This is an optimization exercise on Yosys and OpenROAD, whose aim is small area, a short achievable clock period and few clock cycles, not a production implementation.
Only simulation tests tie the RTL to the original design; equivalence was not proved.
Power is estimated from default activity; no workload was simulated.

### flow/config.mk
export PLATFORM = sky130hd
export DESIGN_NAME = proc
export DESIGN_NICKNAME = proc
export VERILOG_FILES = /design/flow/design.v
export SDC_FILE = /design/flow/constraint.sdc
export NUM_CORES = 4
export LEC_CHECK = 0
export CAP_MARGIN = 20
export CORE_MARGIN = 2
export CORE_UTILIZATION = 40
export SLEW_MARGIN = 20
### flow/constraint.sdc
create_clock -name core_clock -period 12.0 [get_ports {clk}]
set_input_delay 2.4000 -clock core_clock [delete_from_list [all_inputs] [get_ports {clk}]]
set_output_delay 2.4000 -clock core_clock [all_outputs]
set_load 0.01 [all_outputs]
### flow/design.v
`default_nettype none
module proc (
    clk, rst,
    imem_addr, imem_rd, imem_rdata,
    dmem_addr, dmem_wdata, dmem_wr, dmem_rd, dmem_rdata,
    wb_en, wb_reg, wb_data, st_en, st_addr, st_data, halt
    );
    input  wire        clk;
    input  wire        rst;
    output wire [15:0] imem_addr;
    output wire        imem_rd;
    input  wire [15:0] imem_rdata;
    output wire [15:0] dmem_addr;
    output wire [15:0] dmem_wdata;
    output wire        dmem_wr;
    output wire        dmem_rd;
    input  wire [15:0] dmem_rdata;
    output wire        wb_en;
    output wire [2:0]  wb_reg;
    output wire [15:0] wb_data;
    output wire        st_en;
    output wire [15:0] st_addr;
    output wire [15:0] st_data;
    output wire        halt;
    function stop_op;
        input [15:0] i;
        begin
            stop_op = (i[15:13] == 3'b001) | (i[15:11] == 5'b00000) |
                      ((i[15:13] == 3'b011) & (i[11] & ~i[12] | i[7]));
        end
    endfunction
    reg  [15:1] fa;               
    reg         l1, l2;           
    reg         iv1, iv2, iv3;    
    reg  [1:0]  ib1, ib2, ib3;    
    reg         fstop;            
    reg  [15:0] q0, q1, q2, q3;
    reg  [2:0]  qc;
    reg  [15:1] pcd;              
    reg         dstop;            
    reg  [15:0] rf [0:7];
    reg  [7:0]  rfv;              
    reg         ev;
    reg  [15:0] eA, eB, eimm;
    reg  [15:1] epcx;             
    reg  [2:0]  edst;
    reg         ewr, eld, est, ehalt, ebr, ejr, epredT;
    reg  [1:0]  ebc;              
    reg  [2:0]  efa, efb;         
    reg         euimm;            
    reg         einv;             
    reg  [1:0]  eshop;            
    reg  [1:0]  esetop;           
    reg         rs_sum, rs_xor, rs_andn, rs_sh, rs_btr, rs_imm, rs_slbi, rs_set, rs_link;
    reg         m1v, m1wr, m1ld, m1st, m1halt;
    reg  [15:0] m1res, m1sd;
    reg  [2:0]  m1dst;
    reg         dv1, dv2, dv3;
    reg  [1:0]  db1, db2, db3;
    reg         m2v, m2wr, m2ld, m2halt;
    reg  [15:0] m2res;
    reg  [2:0]  m2dst;
    reg         m3v, m3wr, m3ld, m3halt;
    reg  [15:0] m3res;
    reg  [2:0]  m3dst;
    reg         wen, whalt;
    reg  [2:0]  wreg;
    reg  [15:0] wdat;
    wire [1:0] mbank = m1res[2:1];
    wire m1mem = m1v & (m1ld | m1st);
    wire m1_stall = m1mem & ((dv1 & (db1 == mbank)) | (dv2 & (db2 == mbank)) | (dv3 & (db3 == mbank)));
    wire m1_go = m1mem & ~m1_stall;
    wire [15:0] m3val = m3ld ? dmem_rdata : m3res;
    wire m3w = m3v & m3wr;
    wire [15:0] opA = efa[0] ? m1res : efa[1] ? m2res : efa[2] ? m3res : eA;
    wire [15:0] rB  = efb[0] ? m1res : efb[1] ? m2res : efb[2] ? m3res : eB;
    wire [15:0] opB = euimm ? eimm : rB;
    wire [15:0] ain = einv ? ~opA : opA;
    wire [16:0] sum17 = {1'b0, ain} + {1'b0, opB} + {16'b0, einv};
    wire [15:0] sum = sum17[15:0];
    wire        cout = sum17[16];
    wire        shr = eshop[1];
    wire [3:0]  sa  = opB[3:0];
    wire [3:0]  ka  = shr ? ~sa : sa;
    wire [15:0] r0  = shr ? {opA[14:0], opA[15]} : opA;
    wire [15:0] r1  = ka[0] ? {r0[14:0], r0[15]}    : r0;
    wire [15:0] r2  = ka[1] ? {r1[13:0], r1[15:14]} : r1;
    wire [15:0] r3  = ka[2] ? {r2[11:0], r2[15:12]} : r2;
    wire [15:0] r4  = ka[3] ? {r3[7:0],  r3[15:8]}  : r3;
    wire [15:0] lmask = 16'hffff << sa;
    wire [15:0] rmask = 16'hffff >> sa;
    wire [15:0] shmask = ~eshop[0] ? 16'hffff : (shr ? rmask : lmask);
    wire [15:0] shres = r4 & shmask;
    wire [15:0] btr;
    genvar gi;
    generate for (gi = 0; gi < 16; gi = gi + 1) begin : g_btr
        assign btr[gi] = opA[15 - gi];
    end endgenerate
    wire eq  = (opA == rB);
    wire sle = (opA[15] ^ rB[15]) ? opA[15] : ~sum[15];
    wire setv = (esetop == 2'b00) ? eq :
                (esetop == 2'b01) ? (sle & ~eq) :
                (esetop == 2'b10) ? sle : cout;
    wire [15:0] eres =
        ({16{rs_sum}}  & sum) |
        ({16{rs_xor}}  & (opA ^ opB)) |
        ({16{rs_andn}} & (opA & ~opB)) |
        ({16{rs_sh}}   & shres) |
        ({16{rs_btr}}  & btr) |
        ({16{rs_imm}}  & eimm) |
        ({16{rs_slbi}} & {opA[7:0], eimm[7:0]}) |
        ({16{rs_set}}  & {15'b0, setv}) |
        ({16{rs_link}} & {epcx, 1'b0});
    wire azero = (opA == 16'h0000);
    wire taken = (ebc == 2'b00) ? azero :
                 (ebc == 2'b01) ? ~azero :
                 (ebc == 2'b10) ? opA[15] : ~opA[15];
    wire e_redir = ev & ~m1_stall & (ejr | (ebr & (taken ^ epredT)));
    wire [15:1] e_target = ejr ? sum[15:1] : epcx;
    wire [15:0] ir = q0;
    wire [4:0]  op = ir[15:11];
    wire dv = (qc != 3'd0) & ~dstop;
    wire is_rr    = (op == 5'b11011);                   
    wire is_rsh   = (op == 5'b11010);                   
    wire is_set   = (op[4:2] == 3'b111);                
    wire is_btr   = (op == 5'b11001);
    wire is_ia    = (op[4:2] == 3'b010);                
    wire is_ish   = (op[4:2] == 3'b101);                
    wire is_st    = (op == 5'b10000);
    wire is_ld    = (op == 5'b10001);
    wire is_stu   = (op == 5'b10011);
    wire is_lbi   = (op == 5'b11000);
    wire is_slbi  = (op == 5'b10010);
    wire is_br    = (op[4:2] == 3'b011);
    wire is_j     = (op == 5'b00100);
    wire is_jal   = (op == 5'b00110);
    wire is_jr    = (op == 5'b00101);
    wire is_jalr  = (op == 5'b00111);
    wire is_halt  = (op == 5'b00000);
    wire [2:0] rsA = ir[10:8];
    wire [2:0] rsB = ir[7:5];
    wire useA = is_rr | is_rsh | is_set | is_btr | is_ia | is_ish | is_st | is_ld | is_stu |
                is_slbi | is_br | is_jr | is_jalr;
    wire useB = is_rr | is_rsh | is_set | is_st | is_stu;
    wire dwr  = is_rr | is_rsh | is_set | is_btr | is_ia | is_ish | is_ld | is_stu |
                is_lbi | is_slbi | is_jal | is_jalr;
    wire [2:0] ddst = (is_rr | is_rsh | is_set | is_btr) ? ir[4:2] :
                      (is_ia | is_ish | is_ld) ? ir[7:5] :
                      (is_jal | is_jalr) ? 3'd7 : ir[10:8];
    wire [15:0] sx5 = {{11{ir[4]}}, ir[4:0]};
    wire [15:0] zx5 = {11'b0, ir[4:0]};
    wire [15:0] sx8 = {{8{ir[7]}}, ir[7:0]};
    wire [15:0] zx8 = {8'b0, ir[7:0]};
    wire [15:0] dimm = (is_lbi | is_jr | is_jalr) ? sx8 :
                       is_slbi ? zx8 :
                       ((op[4:1] == 4'b0101) | is_ish) ? zx5 : sx5;
    wire predT = is_br & (ir[7] | (op[1:0] == 2'b01));
    wire [15:1] pc2 = pcd + 15'd1;
    wire [15:0] boff = is_br ? sx8 : {{5{ir[10]}}, ir[10:0]};
    wire [15:1] dtgt = pc2 + boff[15:1];
    function ldpend;
        input [2:0] r;
        begin
            ldpend = (ev & eld & (edst == r)) | (m1v & m1ld & (m1dst == r)) |
                     (m2v & m2ld & (m2dst == r));
        end
    endfunction
    wire hazard = (useA & ldpend(rsA)) | (useB & ldpend(rsB));
    wire d_go = dv & ~hazard & ~m1_stall & ~e_redir;
    wire d_redir = d_go & (is_j | is_jal | predT);
    wire redirect = e_redir | d_redir;
    wire [15:1] rtarget = e_redir ? e_target : dtgt;
    wire [15:0] rdA = (m3w & (m3dst == rsA)) ? m3val : (rfv[rsA] ? rf[rsA] : 16'h0000);
    wire [15:0] rdB = (m3w & (m3dst == rsB)) ? m3val : (rfv[rsB] ? rf[rsB] : 16'h0000);
    wire ewrv  = ev & ewr;
    wire m1wrv = m1v & m1wr;
    wire m2wrv = m2v & m2wr;
    wire [2:0] fA = (ewrv & (edst == rsA)) ? 3'b001 :
                    (m1wrv & (m1dst == rsA)) ? 3'b010 :
                    (m2wrv & (m2dst == rsA)) ? 3'b100 : 3'b000;
    wire [2:0] fB = (ewrv & (edst == rsB)) ? 3'b001 :
                    (m1wrv & (m1dst == rsB)) ? 3'b010 :
                    (m2wrv & (m2dst == rsB)) ? 3'b100 : 3'b000;
    wire [1:0] fbank = fa[2:1];
    wire ibusy = (iv1 & (ib1 == fbank)) | (iv2 & (ib2 == fbank)) | (iv3 & (ib3 == fbank));
    wire [2:0] inq = qc + {2'b0, l1} + {2'b0, l2};
    wire issue = ~rst & ~fstop & ~ibusy & (inq < 3'd4);
    assign imem_rd = issue;
    assign imem_addr = {fa, 1'b0};
    wire push = l2 & ~redirect;
    always @(posedge clk) begin
        if (rst) begin
            fa <= 15'd0;
            l1 <= 1'b0; l2 <= 1'b0;
            iv1 <= 1'b0; iv2 <= 1'b0; iv3 <= 1'b0;
            fstop <= 1'b0;
        end else begin
            if (redirect) fa <= rtarget;
            else if (issue) fa <= fa + 15'd1;
            l1 <= issue & ~redirect;
            l2 <= l1 & ~redirect;
            iv1 <= issue; iv2 <= iv1; iv3 <= iv2;
            if (redirect) fstop <= 1'b0;
            else if (push & stop_op(imem_rdata)) fstop <= 1'b1;
        end
        ib1 <= fbank; ib2 <= ib1; ib3 <= ib2;
        if (rst | redirect) begin
            qc <= 3'd0;
        end else begin
            qc <= qc - {2'b0, d_go} + {2'b0, push};
        end
        if (d_go) begin
            q0 <= (push && qc == 3'd1) ? imem_rdata : q1;
            q1 <= (push && qc == 3'd2) ? imem_rdata : q2;
            q2 <= (push && qc == 3'd3) ? imem_rdata : q3;
            q3 <= imem_rdata;
        end else begin
            if (push && qc == 3'd0) q0 <= imem_rdata;
            if (push && qc == 3'd1) q1 <= imem_rdata;
            if (push && qc == 3'd2) q2 <= imem_rdata;
            if (push && qc == 3'd3) q3 <= imem_rdata;
        end
        if (rst) begin
            pcd <= 15'd0;
            dstop <= 1'b0;
        end else begin
            if (redirect) pcd <= rtarget;
            else if (d_go) pcd <= pc2;
            if (d_go & is_halt) dstop <= 1'b1;
        end
        if (rst) begin
            ev <= 1'b0;
        end else if (m1_stall) begin
            eA <= opA;
            eB <= rB;
            efa <= 3'b000;
            efb <= 3'b000;
        end else begin
            ev <= d_go;
        end
        if (~m1_stall) begin
            eA <= rdA;
            eB <= rdB;
            efa <= useA ? fA : 3'b000;
            efb <= useB ? fB : 3'b000;
            eimm <= dimm;
            epcx <= (is_br & ~predT) ? dtgt : pc2;
            edst <= ddst;
            ewr <= dwr;
            eld <= is_ld;
            est <= is_st | is_stu;
            ehalt <= is_halt;
            ebr <= is_br;
            ejr <= is_jr | is_jalr;
            epredT <= predT;
            ebc <= op[1:0];
            euimm <= ~(is_rr | is_rsh | is_set);
            einv <= (is_rr & (ir[1:0] == 2'b01)) | (op == 5'b01001) | (is_set & (op[1:0] != 2'b11));
            eshop <= is_rsh ? ir[1:0] : op[1:0];
            esetop <= op[1:0];
            rs_sum  <= (is_rr & (ir[1:0] == 2'b00 || ir[1:0] == 2'b01)) | (op == 5'b01000) | (op == 5'b01001) | is_ld | is_st | is_stu;
            rs_xor  <= (is_rr & (ir[1:0] == 2'b10)) | (op == 5'b01010);
            rs_andn <= (is_rr & (ir[1:0] == 2'b11)) | (op == 5'b01011);
            rs_sh   <= is_rsh | is_ish;
            rs_btr  <= is_btr;
            rs_imm  <= is_lbi;
            rs_slbi <= is_slbi;
            rs_set  <= is_set;
            rs_link <= is_jal | is_jalr;
        end
        if (rst) begin
            m1v <= 1'b0;
        end else if (~m1_stall) begin
            m1v <= ev;
        end
        if (~m1_stall) begin
            m1wr <= ewr; m1ld <= eld; m1st <= est; m1halt <= ehalt;
            m1res <= eres; m1sd <= rB; m1dst <= edst;
        end
        if (rst) begin
            dv1 <= 1'b0; dv2 <= 1'b0; dv3 <= 1'b0;
        end else begin
            dv1 <= m1_go; dv2 <= dv1; dv3 <= dv2;
        end
        db1 <= mbank; db2 <= db1; db3 <= db2;
        if (rst) begin
            m2v <= 1'b0; m3v <= 1'b0;
        end else begin
            m2v <= m1v & ~m1_stall;
            m3v <= m2v;
        end
        m2wr <= m1wr; m2ld <= m1ld; m2halt <= m1halt; m2res <= m1res; m2dst <= m1dst;
        m3wr <= m2wr; m3ld <= m2ld; m3halt <= m2halt; m3res <= m2res; m3dst <= m2dst;
        if (m3w) rf[m3dst] <= m3val;
        if (rst) begin
            rfv <= 8'h00;
            wen <= 1'b0;
            whalt <= 1'b0;
        end else begin
            if (m3w) rfv[m3dst] <= 1'b1;
            wen <= m3w;
            if (m3v & m3halt) whalt <= 1'b1;
        end
        wreg <= m3dst;
        wdat <= m3val;
    end
    assign dmem_addr  = m1res;
    assign dmem_wdata = m1sd;
    assign dmem_rd    = m1v & m1ld & ~m1_stall;
    assign dmem_wr    = m1v & m1st & ~m1_stall;
    assign st_en      = m1v & m1st & ~m1_stall;
    assign st_addr    = m1res;
    assign st_data    = m1sd;
    assign wb_en      = wen;
    assign wb_reg     = wreg;
    assign wb_data    = wdat;
    assign halt       = whalt;
endmodule
`default_nettype wire
### flow/run.sh
#!/bin/bash
# synth_recipe.tcl (not shown) runs the flow's synth.tcl, then flattens the netlist and writes it again
# the make line also repeats each setting of config.mk as NAME=value (left out here)
make -C /OpenROAD-flow-scripts/flow DESIGN_CONFIG=/design/flow/config.mk WORK_HOME=/design/flow/orfs CLKGATE_MAP_FILE= SYNTH_SCRIPT=/design/flow/synth_recipe.tcl finish
==> load_flow_metrics.sql, run 1 <==
INSERT INTO impl_metrics (metric_group, metric, value, unit) VALUES
('run_status', 'outcome', 'complete, no violations', ''),
('global_route', 'grt.overflow.total', '0', ''),
('routing', 'drt-initial-drc-count', '1822', ''),
('sta', 'grt_setup_unrepaired', 'no', ''),
('synthesis', 'synth_ff_type', 'sky130_fd_sc_hd__edfxtp_1', ''),
('routing', 'drt_pre_antenna_iters', '7', ''),
('sta', 'final-hold-violation-count', '0', ''),
('synthesis', 'synth_top_cells_by_area', 'sky130_fd_sc_hd__edfxtp_1 32%, sky130_fd_sc_hd__dfxtp_1 15%, sky130_fd_sc_hd__mux4_2 6.9%, sky130_fd_sc_hd__mux2_2 3.7%, sky130_fd_sc_hd__a21oi_1 2.7%', ''),
('sta', 'max-slew-margin-rel', '22.8', '%'),
('die', 'die_w', '254', 'µm'),
('sta', 'finalSetupViolCount', '0', ''),
('sta', 'final_period_minus_worst_setup_slack', '6.92', 'ns'),
('routing', 'routed_wire_length_per_instance', '24.0', 'µm'),
('die', 'start_util', '40.4', '%'),
('routing', 'post-route-drc-count', '0', ''),
('worst_setup_path', 'crit_path_start_kind', 'primary input', ''),
('power', 'power_switching_share', '42.2', '%'),
('worst_setup_path', 'cp_cell_sequence', 'buf_2, buf_4, a311o_1, or3_1, inv_1, clkdlybuf4s50_1', ''),
('cts', 'tritoncts_clock_tree', 'yes', ''),
('synthesis', 'post-synth-top-area-cell', 'sky130_fd_sc_hd__edfxtp_1', ''),
('cts', 'cts.sink_count', '452', ''),
('finish', 'max_flop_register', 'rf', ''),
('power', 'netSwitchingPower', '3.30', 'mW'),
('finish', 'syn_to_final_growth', '14.5', '%'),
('worst_setup_path', 'crit_path_end_kind', 'output port', ''),
('routing', 'drt-met1-wl', '33700', 'µm'),
('worst_setup_path', 'critPathSlowestCell', 'sky130_fd_sc_hd__clkdlybuf4s50_1', ''),
('worst_setup_path', 'cp.arrival', '4.52', 'ns'),
('synthesis', 'synth-edff-count', '270', ''),
('routing', 'route.final.wire_length', '77200', 'µm'),
('synthesis', 'yosys_register_bits', '452', ''),
('die', 'die_area', '64400', 'µm²'),
('finish', 'drive_gt1_share', '14.5', '%'),
('finish', 'largest_register_ff_count', '128', ''),
('synthesis', 'post_synth.cell_area_avg', '10.9', 'µm²'),
('power', 'power_frac_seq', '32.9', '%'),
('cts', 'clock_latency', '0.61', 'ns'),
('cts', 'cts.repair.resized', '0', ''),
('synthesis', 'ys_async_sr_fraction', '0', '%'),
('cts', 'path_clk_slew', '0.06', 'ns'),
('worst_setup_path', 'timing.critical_path.required', '9.60', 'ns'),
('power', 'internal_dissipation', '4.52', 'mW'),
('global_route', 'grt_pass1_wl', '116000', 'µm'),
('routing', 'highest-signal-layer', 'met4', ''),
('die', 'rows', '91', ''),
('synthesis', 'ys_types', '91', ''),
('global_route', 'groute.usage.overall', '23.8', '%'),
('power', 'gate_power_share', '48.4', '%'),
('die', 'floorplan.die.height', '254', 'µm'),
('routing', 'vias_per_cell', '5.96', ''),
('cts', 'cts-buffers-inserted', '47', ''),
('cts', 'cts_root_buf', 'sky130_fd_sc_hd__clkbuf_16', ''),
('synthesis', 'synthesis.yosys.warnings', '1', ''),
('cts', 'postCtsHoldBufs', '0', ''),
('synthesis', 'yosysMostFrequentCell', 'sky130_fd_sc_hd__edfxtp_1', ''),
('routing', 'met3_wirelength', '5760', 'µm'),
('synthesis', 'seq_area_frac_synth', '47.1', '%'),
('run', 'max-cap-violations', '0', ''),
('cts', 'post-cts-setup-buffers', '0', ''),
('placed_design', 'io_buffer_count', '137', ''),
('worst_setup_path', 'cpPeakStageDelay', '0.59', 'ns'),
('hold_path', 'min-delay-path-class', 'reg2reg', ''),
('placed_design', 'place.gp.congestion', '0.967', ''),
('worst_setup_path', 'critical_path.max_fanout', '45', ''),
('die', 'boundaryPins', '139', ''),
('global_route', 'grt_antenna_before_repair', '1', ''),
('routing', 'vias', '19213', ''),
('synthesis', 'syn_inst', '2283', ''),
('power', 'cellPowerDensity', '273', 'nW/µm²'),
('synthesis', 'post_synthesis_cell_area', '25000', 'µm²'),
('synthesis', 'top_post_synthesis_cells_by_count', '270 x sky130_fd_sc_hd__edfxtp_1, 182 x sky130_fd_sc_hd__dfxtp_1, 173 x sky130_fd_sc_hd__nor2_1, 162 x sky130_fd_sc_hd__nand2_1, 134 x sky130_fd_sc_hd__a21oi_1', '');
[stage by stage]
step                setup slack, ns  cells  hold WS, ns  power [mW]  utilization (%)
floorplan                      6.00   2283        0.310        5.13                -
global placement               5.10   3132        0.320        6.26             43.7
detailed placement             5.07   3132        0.318        6.32             43.7
CTS                            5.07   3220        0.333        7.79             46.3
global route                   5.00   3222        0.338        8.26             46.3
finish                         5.08   3222        0.329        7.81             46.3
[cell families (layout without fill, tap and decap cells)]
family	Yosys count	after routing	share of synthesized area, %
DFF	452	452	47.1
and+or+nand+nor	591	591	11.4
buffers and inverters	301	403	5.29
muxes	248	248	14.5
AOI/OAI and AO/OA	517	517	14.6
other	1	1	0.0150
adders and majority gates	57	57	2.94
xor gates and xnor gates	116	116	4.10
[final timing paths]
path | slack [ns] | cells after the start | to | startpoint
max | 5.08 | 6 | imem_rd | rst
min | 0.33 | 0 | m3halt | m2halt
max reg2reg | 6.73 | 17 | fa[14] | efb[2]
min reg2reg | 0.33 | 0 | m3halt | m2halt
[metal layers]
metal	global-route usage [%]	up-vias
li1	-	8703
met5	0	-
met1	33.3	9567
met3	3.48	114
met2	38.0	829
met4	7.63	0
[worst max-delay path: cells and delay by family]
| family | cells | cell delay (ns) |
|---|---|---|
| buffers and inverters | 4 | 1.19 |
| AND/OR/NAND/NOR | 1 | 0.53 |
| AO/OA/AOI/OAI | 1 | 0.37 |
[cells in the final DEF (no fill, tap or decap), drive strengths merged, types with 17 or more instances in the layout]
master,instances
a211oi,31
a21oi,136
a221o,25
a221oi,55
a222oi,17
a31oi,20
and3,21
buf,54
clkbuf,74
clkdlybuf4s50,136
dfxtp,182
edfxtp,270
ha,53
inv,123
mux2,106
mux2i,65
mux4,77
nand2,164
nand2b,23
nand3,44
nor2,175
nor2b,21
nor3,45
nor3b,19
nor4,20
o211ai,24
o21a,17
o21ai,87
xnor2,70
xor2,46
[cell type report]
cell class                      instances  area, µm²  share of cell area [%]
Clock buffer                           74       1440                    5.02
Inverter                              125        472                    1.65
Sequential cell                       452      11800                    41.1
Tap cell                              837       1050                    3.66
Clock inverter                         14        114                   0.398
Multi-Input combinational cell       1530      12000                    41.9
Timing Repair Buffer                  190       1780                    6.21
[power by group through the flow]
stage	Clock, mW	Sequential, mW	Combinational (mW)
6_report	1.47	2.57	3.78
5_1_grt	1.55	2.61	4.09
4_1_cts	1.49	2.56	3.75
3_5_place_dp	0	2.59	3.73
3_3_place_gp	0	2.58	3.68
2_1_floorplan	0	2.32	2.81
Testbench counts, summed over its fixed seeds: cycles 115,156.
==> run 2, diff against run 1 <==
--- a/flow/design.v
+++ b/flow/design.v
@@ -46,7 +46,7 @@
     reg  [2:0]  edst;
     reg         ewr, eld, est, ehalt, ebr, ejr, epredT;
     reg  [1:0]  ebc;              
-    reg  [2:0]  efa, efb;         
+    reg  [3:0]  efa, efb;         
     reg         euimm;            
     reg         einv;             
     reg  [1:0]  eshop;            
@@ -72,8 +72,8 @@
     wire m1_go = m1mem & ~m1_stall;
     wire [15:0] m3val = m3ld ? dmem_rdata : m3res;
     wire m3w = m3v & m3wr;
-    wire [15:0] opA = efa[0] ? m1res : efa[1] ? m2res : efa[2] ? m3res : eA;
-    wire [15:0] rB  = efb[0] ? m1res : efb[1] ? m2res : efb[2] ? m3res : eB;
+    wire [15:0] opA = ({16{efa[0]}} & m1res) | ({16{efa[1]}} & m2res) | ({16{efa[2]}} & m3res) | ({16{efa[3]}} & eA);
+    wire [15:0] rB  = ({16{efb[0]}} & m1res) | ({16{efb[1]}} & m2res) | ({16{efb[2]}} & m3res) | ({16{efb[3]}} & eB);
     wire [15:0] opB = euimm ? eimm : rB;
     wire [15:0] ain = einv ? ~opA : opA;
     wire [16:0] sum17 = {1'b0, ain} + {1'b0, opB} + {16'b0, einv};
@@ -154,7 +154,6 @@
     wire [15:0] dimm = (is_lbi | is_jr | is_jalr) ? sx8 :
                        is_slbi ? zx8 :
                        ((op[4:1] == 4'b0101) | is_ish) ? zx5 : sx5;
-    wire predT = is_br & (ir[7] | (op[1:0] == 2'b01));
     wire [15:1] pc2 = pcd + 15'd1;
     wire [15:0] boff = is_br ? sx8 : {{5{ir[10]}}, ir[10:0]};
     wire [15:1] dtgt = pc2 + boff[15:1];
@@ -166,10 +165,26 @@
         end
     endfunction
     wire hazard = (useA & ldpend(rsA)) | (useB & ldpend(rsB));
+    wire e_early = rs_imm | rs_slbi;
+    wire [15:0] e_early_val = rs_slbi ? {opA[7:0], eimm[7:0]} : eimm;
+    wire sA_E  = ev & ewr & (edst == rsA);
+    wire sA_M1 = m1v & m1wr & (m1dst == rsA);
+    wire sA_M2 = m2v & m2wr & (m2dst == rsA);
+    wire sA_M3 = m3w & (m3dst == rsA);
+    wire [15:0] rfA = rfv[rsA] ? rf[rsA] : 16'h0000;
+    wire availA = sA_E ? e_early : sA_M1 ? ~m1ld : sA_M2 ? ~m2ld : sA_M3 ? ~m3ld : 1'b1;
+    wire [15:0] dvalA = sA_E ? e_early_val : sA_M1 ? m1res : sA_M2 ? m2res : sA_M3 ? m3res : rfA;
+    wire dzero = (dvalA == 16'h0000);
+    wire dtaken = (op[1:0] == 2'b00) ? dzero :
+                  (op[1:0] == 2'b01) ? ~dzero :
+                  (op[1:0] == 2'b10) ? dvalA[15] : ~dvalA[15];
+    wire predT = is_br & (availA ? dtaken : (ir[7] | (op[1:0] == 2'b01)));
+    wire is_jrx = is_jr | is_jalr;
+    wire [15:0] jsum = dvalA + sx8;
     wire d_go = dv & ~hazard & ~m1_stall & ~e_redir;
-    wire d_redir = d_go & (is_j | is_jal | predT);
+    wire d_redir = d_go & (is_j | is_jal | predT | (is_jrx & availA));
     wire redirect = e_redir | d_redir;
-    wire [15:1] rtarget = e_redir ? e_target : dtgt;
+    wire [15:1] rtarget = e_redir ? e_target : is_jrx ? jsum[15:1] : dtgt;
     wire [15:0] rdA = (m3w & (m3dst == rsA)) ? m3val : (rfv[rsA] ? rf[rsA] : 16'h0000);
     wire [15:0] rdB = (m3w & (m3dst == rsB)) ? m3val : (rfv[rsB] ? rf[rsB] : 16'h0000);
     wire ewrv  = ev & ewr;
@@ -184,7 +199,7 @@
     wire [1:0] fbank = fa[2:1];
     wire ibusy = (iv1 & (ib1 == fbank)) | (iv2 & (ib2 == fbank)) | (iv3 & (ib3 == fbank));
     wire [2:0] inq = qc + {2'b0, l1} + {2'b0, l2};
-    wire issue = ~rst & ~fstop & ~ibusy & (inq < 3'd4);
+    wire issue = ~fstop & ~ibusy & (inq < 3'd4);
     assign imem_rd = issue;
     assign imem_addr = {fa, 1'b0};
     wire push = l2 & ~redirect;
@@ -202,6 +217,7 @@
             iv1 <= issue; iv2 <= iv1; iv3 <= iv2;
             if (redirect) fstop <= 1'b0;
             else if (push & stop_op(imem_rdata)) fstop <= 1'b1;
+            else if (d_go & is_br & ~predT) fstop <= 1'b0;
         end
         ib1 <= fbank; ib2 <= ib1; ib3 <= ib2;
         if (rst | redirect) begin
@@ -233,16 +249,16 @@
         end else if (m1_stall) begin
             eA <= opA;
             eB <= rB;
-            efa <= 3'b000;
-            efb <= 3'b000;
+            efa <= 4'b1000;
+            efb <= 4'b1000;
         end else begin
             ev <= d_go;
         end
         if (~m1_stall) begin
             eA <= rdA;
             eB <= rdB;
-            efa <= useA ? fA : 3'b000;
-            efb <= useB ? fB : 3'b000;
+            efa <= (useA & (fA != 3'b000)) ? {1'b0, fA} : 4'b1000;
+            efb <= (useB & (fB != 3'b000)) ? {1'b0, fB} : 4'b1000;
             eimm <= dimm;
             epcx <= (is_br & ~predT) ? dtgt : pc2;
             edst <= ddst;
@@ -250,8 +266,8 @@
             eld <= is_ld;
             est <= is_st | is_stu;
             ehalt <= is_halt;
-            ebr <= is_br;
-            ejr <= is_jr | is_jalr;
+            ebr <= is_br & ~availA;
+            ejr <= is_jrx & ~availA;
             epredT <= predT;
             ebc <= op[1:0];
             euimm <= ~(is_rr | is_rsh | is_set);
==> flow/flow/run.sh (new file) <==
#!/bin/bash
set -euo pipefail
bash standard.sh SETUP_SLACK_MARGIN=7 finish > make.log 2>&1
==> flow/standard.sh (new file) <==
#!/bin/bash
# synth_recipe.tcl (not shown) runs the flow's synth.tcl, then flattens the netlist and writes it again
# the make line also repeats each setting of config.mk as NAME=value (left out here)
make -C /OpenROAD-flow-scripts/flow DESIGN_CONFIG=/design/flow/config.mk WORK_HOME=/design/flow/orfs CLKGATE_MAP_FILE= SYNTH_SCRIPT=/design/flow/synth_recipe.tcl "${@:-finish}"
removed: flow/run.sh
==> run 2 against run 1 <==
Still clean on timing, DRC and antenna. Cell count increased by 6.7%. Wire length increased by 14%. Critical path depth increased by 14.
==> load_flow_metrics.sql, run 2 <==
INSERT INTO impl_metrics (metric_group, metric, value, unit) VALUES
('run_status', 'outcome', 'complete, no violations', ''),
('global_route', 'grt_pass1_vias', '19985', ''),
('worst_setup_path', 'crit_path_start_kind', 'register', ''),
('die', 'rows', '93', ''),
('synthesis', 'synth_top_cells_by_area', 'sky130_fd_sc_hd__edfxtp_1 32%, sky130_fd_sc_hd__dfxtp_1 14%, sky130_fd_sc_hd__mux4_2 6.0%, sky130_fd_sc_hd__mux2i_1 3.6%, sky130_fd_sc_hd__ha_1 3.3%', ''),
('finish', 'max_flop_register', 'rf', ''),
('sta', 'worst-slew-pin-transition', '1.09', 'ns'),
('worst_setup_path', 'cpPeakStageDelay', '0.60', 'ns'),
('sta', 'final-hold-violation-count', '0', ''),
('synthesis', 'seq_area_frac_synth', '45.8', '%'),
('worst_setup_path', 'critical_path.max_fanout', '10', ''),
('sta', 'max-slew-margin-rel', '27.2', '%'),
('cts', 'postCtsHoldBufs', '0', ''),
('routing', 'route.final.wire_length', '88400', 'µm'),
('finish', 'largest_register_ff_count', '128', ''),
('placed_design', 'place_area', '27700', 'µm²'),
('synthesis', 'synth_ff_type', 'sky130_fd_sc_hd__edfxtp_1', ''),
('worst_setup_path', 'cp.arrival', '5.45', 'ns'),
('routing', 'post_drt_antenna_nets', '0', ''),
('global_route', 'grt_pass1_wl', '130000', 'µm'),
('routing', 'post-route-drc-count', '0', ''),
('synthesis', 'syn_inst', '2451', ''),
('power', 'gate_power_share', '51.3', '%'),
('sta', 'max_freq', '201', 'MHz'),
('finish', 'syn_to_final_growth', '17.2', '%'),
('hold_path', 'timing.hold.worst_endpoint', 'm3halt', ''),
('placed_design', 'hpwlAfterDp', '63000', 'µm'),
('sta', 'timing_max_transition_violations_final', '0', ''),
('placed_design', 'placed_cells_incl_taps', '3290', ''),
('worst_setup_path', 'r2r.worst_path.cells', '20', ''),
('worst_setup_path', 'critPathSlowestCell', 'sky130_fd_sc_hd__or4_4', ''),
('power', 'power', '8.87', 'mW'),
('die', 'boundaryPins', '139', ''),
('worst_setup_path', 'cp_cell_sequence', 'buf_4, a22o_1, o21ai_0, nand3_1, o221ai_1, o32ai_1, or4_4, o21a_1, nor3_4, buf_12, inv_2, o21ai_4, nand2_1, ha_1, inv_1, ha_1, inv_1, fa_1, xnor2_1, nor3_1', ''),
('die', 'floorplan.die.height', '258', 'µm'),
('cts', 'cts_root_buf', 'sky130_fd_sc_hd__clkbuf_16', ''),
('power', 'p_leak', '11.8', 'nW'),
('global_route', 'grt.overflow.total', '0', ''),
('finish', 'final_cells', '3437', ''),
('sta', 'timing.setup.tns', '0', 'ns'),
('placed_design', 'pre_cts_ws', '5.96', 'ns'),
('routing', 'routed_wire_length_per_instance', '25.7', 'µm'),
('worst_setup_path', 'worst_r2r_endpoint', 'qc[2]', ''),
('finish', 'layout.core_utilization', '47.1', '%'),
('die', 'core_area', '64100', 'µm²'),
('synthesis', 'ys_types', '88', ''),
('sta', 'fin_ws', '7.02', 'ns'),
('power', 'vdd.ir_drop.worst', '0.000138', 'V'),
('worst_setup_path', 'crit_path_end_kind', 'register', ''),
('cts', 'path_clk_slew', '0.07', 'ns'),
('finish', 'final_common_cell', 'sky130_fd_sc_hd__edfxtp_1', ''),
('routing', 'drt-initial-drc-count', '2250', ''),
('cts', 'cts-buffers-inserted', '51', ''),
('die', 'start_util', '40.2', '%'),
('worst_setup_path', 'timing.critical_path.required', '12.47', 'ns'),
('finish', 'design_area', '30200', 'µm²'),
('power', 'internal_dissipation', '5.00', 'mW'),
('sta', 'worst_hold_slack', '0.329', 'ns'),
('finish', 'final_nets', '2643', ''),
('cts', 'clock_latency', '0.62', 'ns'),
('power', 'cellPowerDensity', '293', 'nW/µm²'),
('power', 'netSwitchingPower', '3.87', 'mW'),
('synthesis', 'synth_net_count', '2556', ''),
('die', 'die_w', '258', 'µm'),
('worst_setup_path', 'reg2reg_setup_slack', '7.02', 'ns'),
('worst_setup_path', 'worst-setup-path-type', 'reg2reg', ''),
('cts', 'ctsLongestPathBuffers', '3', ''),
('global_route', 'largest_net_degree_at_the_start_of_global_routing', '104', ''),
('hold_path', 'min-delay-path-class', 'reg2reg', ''),
('finish', 'final_cell_mix', '272 x sky130_fd_sc_hd__edfxtp_1, 209 x sky130_fd_sc_hd__nand2_1, 174 x sky130_fd_sc_hd__dfxtp_1', ''),
('synthesis', 'yosysMostFrequentCell', 'sky130_fd_sc_hd__edfxtp_1', ''),
('global_route', 'grt_antenna_before_repair', '2', ''),
('hold_path', 'worstHoldPathCells', '0', ''),
('hold_path', 'hp-start', 'm2halt', ''),
('power', 'clock_power_share', '18.7', '%'),
('cts', 'cts.sink_count', '454', ''),
('power', 'power_frac_seq', '30.0', '%'),
('placed_design', 'place.gp.congestion', '0.986', ''),
('sta', 'final_period_minus_worst_setup_slack', '4.98', 'ns'),
('synthesis', 'yosys_register_bits', '454', ''),
('cts', 'cts-htree-levels', '2', ''),
('synthesis', 'yosysTopAreaCellShare', '31.7', '%'),
('synthesis', 'synthesis.yosys.warnings', '1', ''),
('sta', 'finalSetupViolCount', '0', ''),
('sta', 'finClkSkew', '0.0399', 'ns'),
('synthesis', 'top_post_synthesis_cells_by_count', '272 x sky130_fd_sc_hd__edfxtp_1, 213 x sky130_fd_sc_hd__nand2_1, 182 x sky130_fd_sc_hd__dfxtp_1, 150 x sky130_fd_sc_hd__nor2_1, 131 x sky130_fd_sc_hd__a21oi_1', ''),
('synthesis', 'post-synth-top-area-cell', 'sky130_fd_sc_hd__edfxtp_1', ''),
('sta', 'grt_setup_unrepaired', 'yes', ''),
('synthesis', 'post_synth.cell_area_avg', '10.5', 'µm²'),
('power', 'power_switching_share', '43.7', '%'),
('run', 'max-cap-violations', '0', ''),
('routing', 'vias_per_cell', '6.10', ''),
('routing', 'vias', '20970', ''),
('sta', 'final_min_period_over_clock_period', '41.5', '%'),
('die', 'die_area', '66500', 'µm²'),
('synthesis', 'ys_async_sr_fraction', '0', '%'),
('synthesis', 'post_synthesis_cell_area', '25800', 'µm²'),
('synthesis', 'synth-edff-count', '272', ''),
('finish', 'drive_gt1_share', '15.6', '%'),
('cts', 'tritoncts_clock_tree', 'yes', ''),
('placed_design', 'io_buffer_count', '137', ''),
('global_route', 'groute.usage.overall', '25.7', '%'),
('worst_setup_path', 'worst_r2r_startpoint', 'm1res[2]', ''),
('finish', 'num-fill-cells', '5828', ''),
('routing', 'drt_pre_antenna_iters', '6', '');
## run 2: cell count changes after synthesis, sizes merged, moves of 19 or more
cell / previous run / this run
o21ai: 87 / 116
xor2: 46 / 72
mux2: 106 / 42
a221o: 25 / 3
nor2: 175 / 151
o221ai: 6 / 25
a22oi: 11 / 70
mux2i: 65 / 94
a221oi: 55 / 12
nand2: 164 / 213
or2: 7 / 26
## run 2: worst max-delay path, delay by kind of cell (launching register included)
| family | cells | cell delay [ns] |
|---|---|---|
| DFF | 1 | 0.55 |
| buffers and inverters | 5 | 0.59 |
| xor gates and xnor gates | 1 | 0.17 |
| AOI/OAI and AO/OA | 6 | 1.55 |
| and+or+nand+nor | 5 | 1.14 |
| adders and majority gates | 3 | 0.82 |
## run 2: metal layers
layer  track usage [%]  routed length (µm)
met1              35.0               36800
met2              41.4               40700
met3              3.77                7010
met4              10.3                3750
met5                 0                  27
## run 2: area by class of cell
class	instances	area, µm²	area share [%]
inverter	130	495	1.64
clock buffer	68	1460	4.81
antenna	1	2.50	0.00828
sequential	454	11800	39.1
clock inverter	28	323	1.07
multi-input combinational	1682	12900	42.7
tap	855	1070	3.54
timing repair buffer	219	2150	7.10
## run 2: worst max path at each step
stage,startpoint,endpoint,slack (ns)
final,m1res[2],qc[2],7.02
after CTS,efa[2],qc[2],6.94
after global routing,q0[9],qc[2],6.86
after detailed placement,q0[8],qc[2],5.96
after global placement,q0[8],qc[2],5.97
after floorplan,m1res[1],efb[3],7.03
## run 2: power by group through the flow
stage	logic, mW	registers, mW	clock network (mW)
after floorplan	3.14	2.41	0
after global placement	4.18	2.70	0
after detailed placement	4.24	2.71	0
after CTS	4.39	2.65	1.68
after global routing	4.90	2.70	1.74
final	4.55	2.66	1.66
## run 2: cells by family (layout without fill, tap and decap cells)
logic type | count (synthesis) | in the layout | synth area share, %
other | 1 | 2 | 0.0145
DFF | 454 | 454 | 45.8
buffers and inverters | 318 | 445 | 5.36
xor gates and xnor gates | 140 | 140 | 4.76
and+or+nand+nor | 640 | 642 | 11.9
AOI/OAI and AO/OA | 622 | 623 | 17.1
muxes | 205 | 205 | 11.6
adders and majority gates | 71 | 71 | 3.56
## run 2: repair_timing
action	CTS	global route
buffers inserted	20	22
endpoints found under the setup margin	109	69
pin swaps	6	13
gates resized for setup	34	34
gates cloned	2	3
Testbench counts of run 2, summed over its fixed seeds: cycles 109,946.
==> run 3, diff against run 2 <==
==> flow/run.sh (new file) <==
#!/bin/bash
# synth_recipe.tcl (not shown) runs the flow's synth.tcl, then flattens the netlist and writes it again
# the make line also repeats each setting of config.mk as NAME=value (left out here)
make -C /OpenROAD-flow-scripts/flow DESIGN_CONFIG=/design/flow/config.mk WORK_HOME=/design/flow/orfs CLKGATE_MAP_FILE= SYNTH_SCRIPT=/design/flow/synth_recipe.tcl finish
removed: flow/flow/run.sh
removed: flow/standard.sh
==> run 3 against run 2 <==
Still clean. Flip-flop and latch count did not move. Total power decreased by 2.3%. Synthesized area unchanged. Non-clock buffer count down 44. Synthesized cell count did not move. Clock power is essentially flat. Worst setup slack lost 1.1 ns.
==> load_flow_metrics.sql, run 3 <==
INSERT INTO impl_metrics (metric_group, metric, value, unit) VALUES
('worst_setup_path', 'reg2reg_setup_slack', '5.89', 'ns'),
('hold_path', 'min-delay-path-class', 'reg2reg', ''),
('routing', 'post-route-drc-count', '0', ''),
('routing', 'vias_per_cell', '6.07', ''),
('power', 'p_leak', '11.5', 'nW'),
('finish', 'num-fill-cells', '5875', ''),
('die', 'boundaryPins', '139', ''),
('synthesis', 'post-synth-top-area-cell', 'sky130_fd_sc_hd__edfxtp_1', ''),
('synthesis', 'yosys_register_bits', '454', ''),
('power', 'cellPowerDensity', '294', 'nW/µm²'),
('synthesis', 'top_post_synthesis_cells_by_count', '272 x sky130_fd_sc_hd__edfxtp_1, 213 x sky130_fd_sc_hd__nand2_1, 182 x sky130_fd_sc_hd__dfxtp_1, 150 x sky130_fd_sc_hd__nor2_1, 131 x sky130_fd_sc_hd__a21oi_1', ''),
('worst_setup_path', 'worst_setup_path_startpoint', 'q0[8]', ''),
('cts', 'cts-htree-levels', '2', ''),
('routing', 'drt_pre_antenna_iters', '6', ''),
('finish', 'drive_gt1_share', '12.5', '%'),
('finish', 'multi_input_area', '12700', 'µm²'),
('global_route', 'largest_net_degree_at_the_start_of_global_routing', '104', ''),
('cts', 'tritoncts_clock_tree', 'yes', ''),
('worst_setup_path', 'worst-setup-path-type', 'reg2reg', ''),
('worst_setup_path', 'cpPeakStageDelay', '0.74', 'ns'),
('cts', 'cts.sink_count', '454', ''),
('global_route', 'grt_antenna_before_repair', '3', ''),
('finish', 'final_common_cell', 'sky130_fd_sc_hd__edfxtp_1', ''),
('sta', 'grt_setup_unrepaired', 'no', ''),
('placed_design', 'io_buffer_count', '137', ''),
('synthesis', 'seq_area_frac_synth', '45.8', '%'),
('cts', 'clock_latency', '0.62', 'ns'),
('worst_setup_path', 'crit_path_end_kind', 'register', ''),
('finish', 'final_nets', '2596', ''),
('worst_setup_path', 'crit_path_start_kind', 'register', ''),
('sta', 'finalSetupViolCount', '0', ''),
('cts', 'path_clk_slew', '0.06', 'ns'),
('cts', 'cts_root_buf', 'sky130_fd_sc_hd__clkbuf_16', ''),
('global_route', 'grt_pass1_vias', '19861', ''),
('synthesis', 'synthesis.yosys.warnings', '1', ''),
('die', 'die_w', '258', 'µm'),
('synthesis', 'ys_async_sr_fraction', '0', '%'),
('placed_design', 'placed_cells_incl_taps', '3290', ''),
('placed_design', 'place_area', '27700', 'µm²'),
('global_route', 'grt_pass1_wl', '129000', 'µm'),
('sta', 'max_freq', '164', 'MHz'),
('placed_design', 'place.gp.congestion', '0.986', ''),
('synthesis', 'synth_ff_type', 'sky130_fd_sc_hd__edfxtp_1', ''),
('sta', 'timing_max_transition_violations_final', '0', ''),
('worst_setup_path', 'r2r.worst_path.cells', '18', ''),
('finish', 'final_cell_mix', '272 x sky130_fd_sc_hd__edfxtp_1, 213 x sky130_fd_sc_hd__nand2_1, 180 x sky130_fd_sc_hd__dfxtp_1', ''),
('routing', 'post_drt_antenna_nets', '0', ''),
('worst_setup_path', 'worst_r2r_startpoint', 'q0[8]', ''),
('finish', 'final_cells', '3389', ''),
('run', 'max-cap-violations', '0', ''),
('synthesis', 'synth_top_cells_by_area', 'sky130_fd_sc_hd__edfxtp_1 32%, sky130_fd_sc_hd__dfxtp_1 14%, sky130_fd_sc_hd__mux4_2 6.0%, sky130_fd_sc_hd__mux2i_1 3.6%, sky130_fd_sc_hd__ha_1 3.3%', ''),
('sta', 'finClkSkew', '0.0380', 'ns'),
('die', 'rows', '93', ''),
('finish', 'syn_to_final_growth', '14.5', '%'),
('worst_setup_path', 'timing.critical_path.required', '12.46', 'ns'),
('synthesis', 'synth-edff-count', '272', ''),
('sta', 'final_min_period_over_clock_period', '50.9', '%'),
('worst_setup_path', 'critPathSlowestCell', 'sky130_fd_sc_hd__or3_1', ''),
('routing', 'route.final.wire_length', '86500', 'µm'),
('placed_design', 'hpwlAfterDp', '63000', 'µm'),
('sta', 'max-slew-margin-rel', '28.8', '%'),
('finish', 'max_flop_register', 'rf', ''),
('synthesis', 'ys_types', '88', ''),
('routing', 'vias', '20576', ''),
('synthesis', 'syn_inst', '2451', ''),
('finish', 'largest_register_ff_count', '128', ''),
('worst_setup_path', 'critical_path.max_fanout', '25', ''),
('run_status', 'outcome', 'complete, no violations', ''),
('die', 'floorplan.die.height', '258', 'µm'),
('worst_setup_path', 'cp.arrival', '6.57', 'ns'),
('power', 'vdd.ir_drop.worst', '0.000133', 'V'),
('routing', 'routed_wire_length_per_instance', '25.5', 'µm'),
('die', 'start_util', '40.2', '%'),
('finish', 'design_area', '29500', 'µm²'),
('worst_setup_path', 'cp_cell_sequence', 'xnor2_1, and4b_1, or3_1, a211o_1, o2bb2ai_1, or4_1, o21a_1, nor3_4, inv_2, o21ai_4, nand2_1, ha_1, inv_1, ha_1, inv_1, fa_1, xnor2_1, nor3_1', ''),
('cts', 'ctsLongestPathBuffers', '3', ''),
('cts', 'post-cts-setup-buffers', '0', ''),
('synthesis', 'post_synth.cell_area_avg', '10.5', 'µm²'),
('finish', 'regArea', '11800', 'µm²'),
('sta', 'worst-slew-pin-transition', '1.06', 'ns'),
('cts', 'postCtsHoldBufs', '0', ''),
('routing', 'drt-initial-drc-count', '2160', ''),
('cts', 'cts.repair.resized', '0', ''),
('finish', 'antennaDiodeCount', '0', ''),
('sta', 'timing.setup.tns', '0', 'ns'),
('die', 'die_area', '66500', 'µm²'),
('worst_setup_path', 'worst_r2r_endpoint', 'qc[2]', ''),
('cts', 'cts-buffers-inserted', '51', ''),
('worst_setup_path', 'crit_path_end', 'qc[2]', ''),
('synthesis', 'post_synthesis_cell_area', '25800', 'µm²'),
('synthesis', 'yosysMostFrequentCell', 'sky130_fd_sc_hd__edfxtp_1', ''),
('synthesis', 'synth_net_count', '2556', ''),
('global_route', 'grt.overflow.total', '0', ''),
('sta', 'final-hold-violation-count', '0', ''),
('die', 'core_area', '64100', 'µm²'),
('finish', 'layout.core_utilization', '46.0', '%'),
('sta', 'final_period_minus_worst_setup_slack', '6.11', 'ns'),
('global_route', 'groute.usage.overall', '25.4', '%'),
('synthesis', 'yosysTopAreaCellShare', '31.7', '%');
==> run 3: changes by cell type in the layout (fill, tap and decap cells not counted), sizes merged <==
cell,previous run,this run
dlygate4sd2,3,0
diode,1,0
o21ai,117,116
clkbuf,69,68
nand3,62,61
clkdlybuf4s50,133,136
bufbuf,1,0
or3,11,10
buf,81,39
==> run 3: metal layers <==
layer	share of wire (%)	wire, µm	global-route usage, %	vias to the layer above
met2	46	40100	41.0	997
met3	8.2	7070	4.00	200
met4	4.1	3560	9.81	6
li1	-	-	-	9241
met5	0.039	34	0	-
met1	41	35700	34.4	10132
==> run 3: worst min-delay path by stage <==
stage / startpoint / to / slack [ns] / cells after the start
finish: m2halt / m3halt / 0.33 / 0
global route: m2halt / m3halt / 0.34 / 0
CTS: m2halt / m3halt / 0.33 / 0
detailed placement: m2halt / m3halt / 0.32 / 0
global placement: m2halt / m3halt / 0.31 / 0
floorplan: m2halt / m3halt / 0.31 / 0
==> run 3: final cells by class <==
type	instances	share of cell area, %
timing repair buffer	175	5.67
clock inverter	28	1.09
multi-input combinational	1679	43.0
inverter	130	1.67
tap	855	3.63
clock buffer	68	4.93
sequential	454	40.0
==> run 3: cells by family (layout without fill, tap and decap cells) <==
kind of cell	count (synthesis)	after routing	share of synthesized area, %
xor+xnor	140	140	4.76
compound gates	622	622	17.1
mux	205	205	11.6
other cells	1	1	0.0145
simple gates	640	640	11.9
flops	454	454	45.8
fa+ha+maj	71	71	3.56
buf+inv	318	401	5.36
==> run 3: through the flow <==
| stage | hold slack (ns) | setup slack, ns | total power [mW] |
|---|---|---|---|
| after global routing | 0.344 | 5.51 | 9.14 |
| after CTS | 0.335 | 5.95 | 8.62 |
| after detailed placement | 0.322 | 5.96 | 6.94 |
| after global placement | 0.312 | 5.97 | 6.87 |
| after floorplan | 0.310 | 7.03 | 5.55 |
| final | 0.329 | 5.89 | 8.66 |
==> run 3: power by group <==
part	switching [mW]	internal (mW)
clock	0.683	0.970
sequential	0.540	2.15
combinational	2.56	1.76
==> run 3: worst max-delay path, delay by kind of cell, from the launching register on <==
kind                       cells  cell delay (ns)
AOI/OAI and AO/OA              4             1.49
adders and majority gates      3             0.84
buffers and inverters          3             0.30
DFF                            1             0.60
and+or+nand+nor                6             2.35
xor gates and xnor gates       2             0.40

==> re-timing with driven ports <==
Ports are ideal in the flow. The routed layouts listed here were re-timed in OpenROAD. Step 1: set_driving_cell puts a clkbuf_16 on clk and a buf_2 on each other input, an assumption about the parent block. Step 2 also shifts input and output timing later by t, the mid clock arrival at the registers, as if the neighbouring blocks saw the same clock. Three values: ideal, step 1, step 2; two values: the first two.
run | shift t [ns] | setup WS [ns] | cell pins on the clock port's net
run 1 | 0.663 | 5.083 / 5.059 / 5.059 | 1
run 2 | 0.670 | 7.017 / 7.017 / 7.017 | 1
run 3 | 0.665 | 5.894 / 5.894 / 5.894 | 1
After both steps every run listed still meets setup and hold. The setup slack of run 1, which loses most, moves by -0.024 ns with the drivers and by -0.024 ns with both steps.
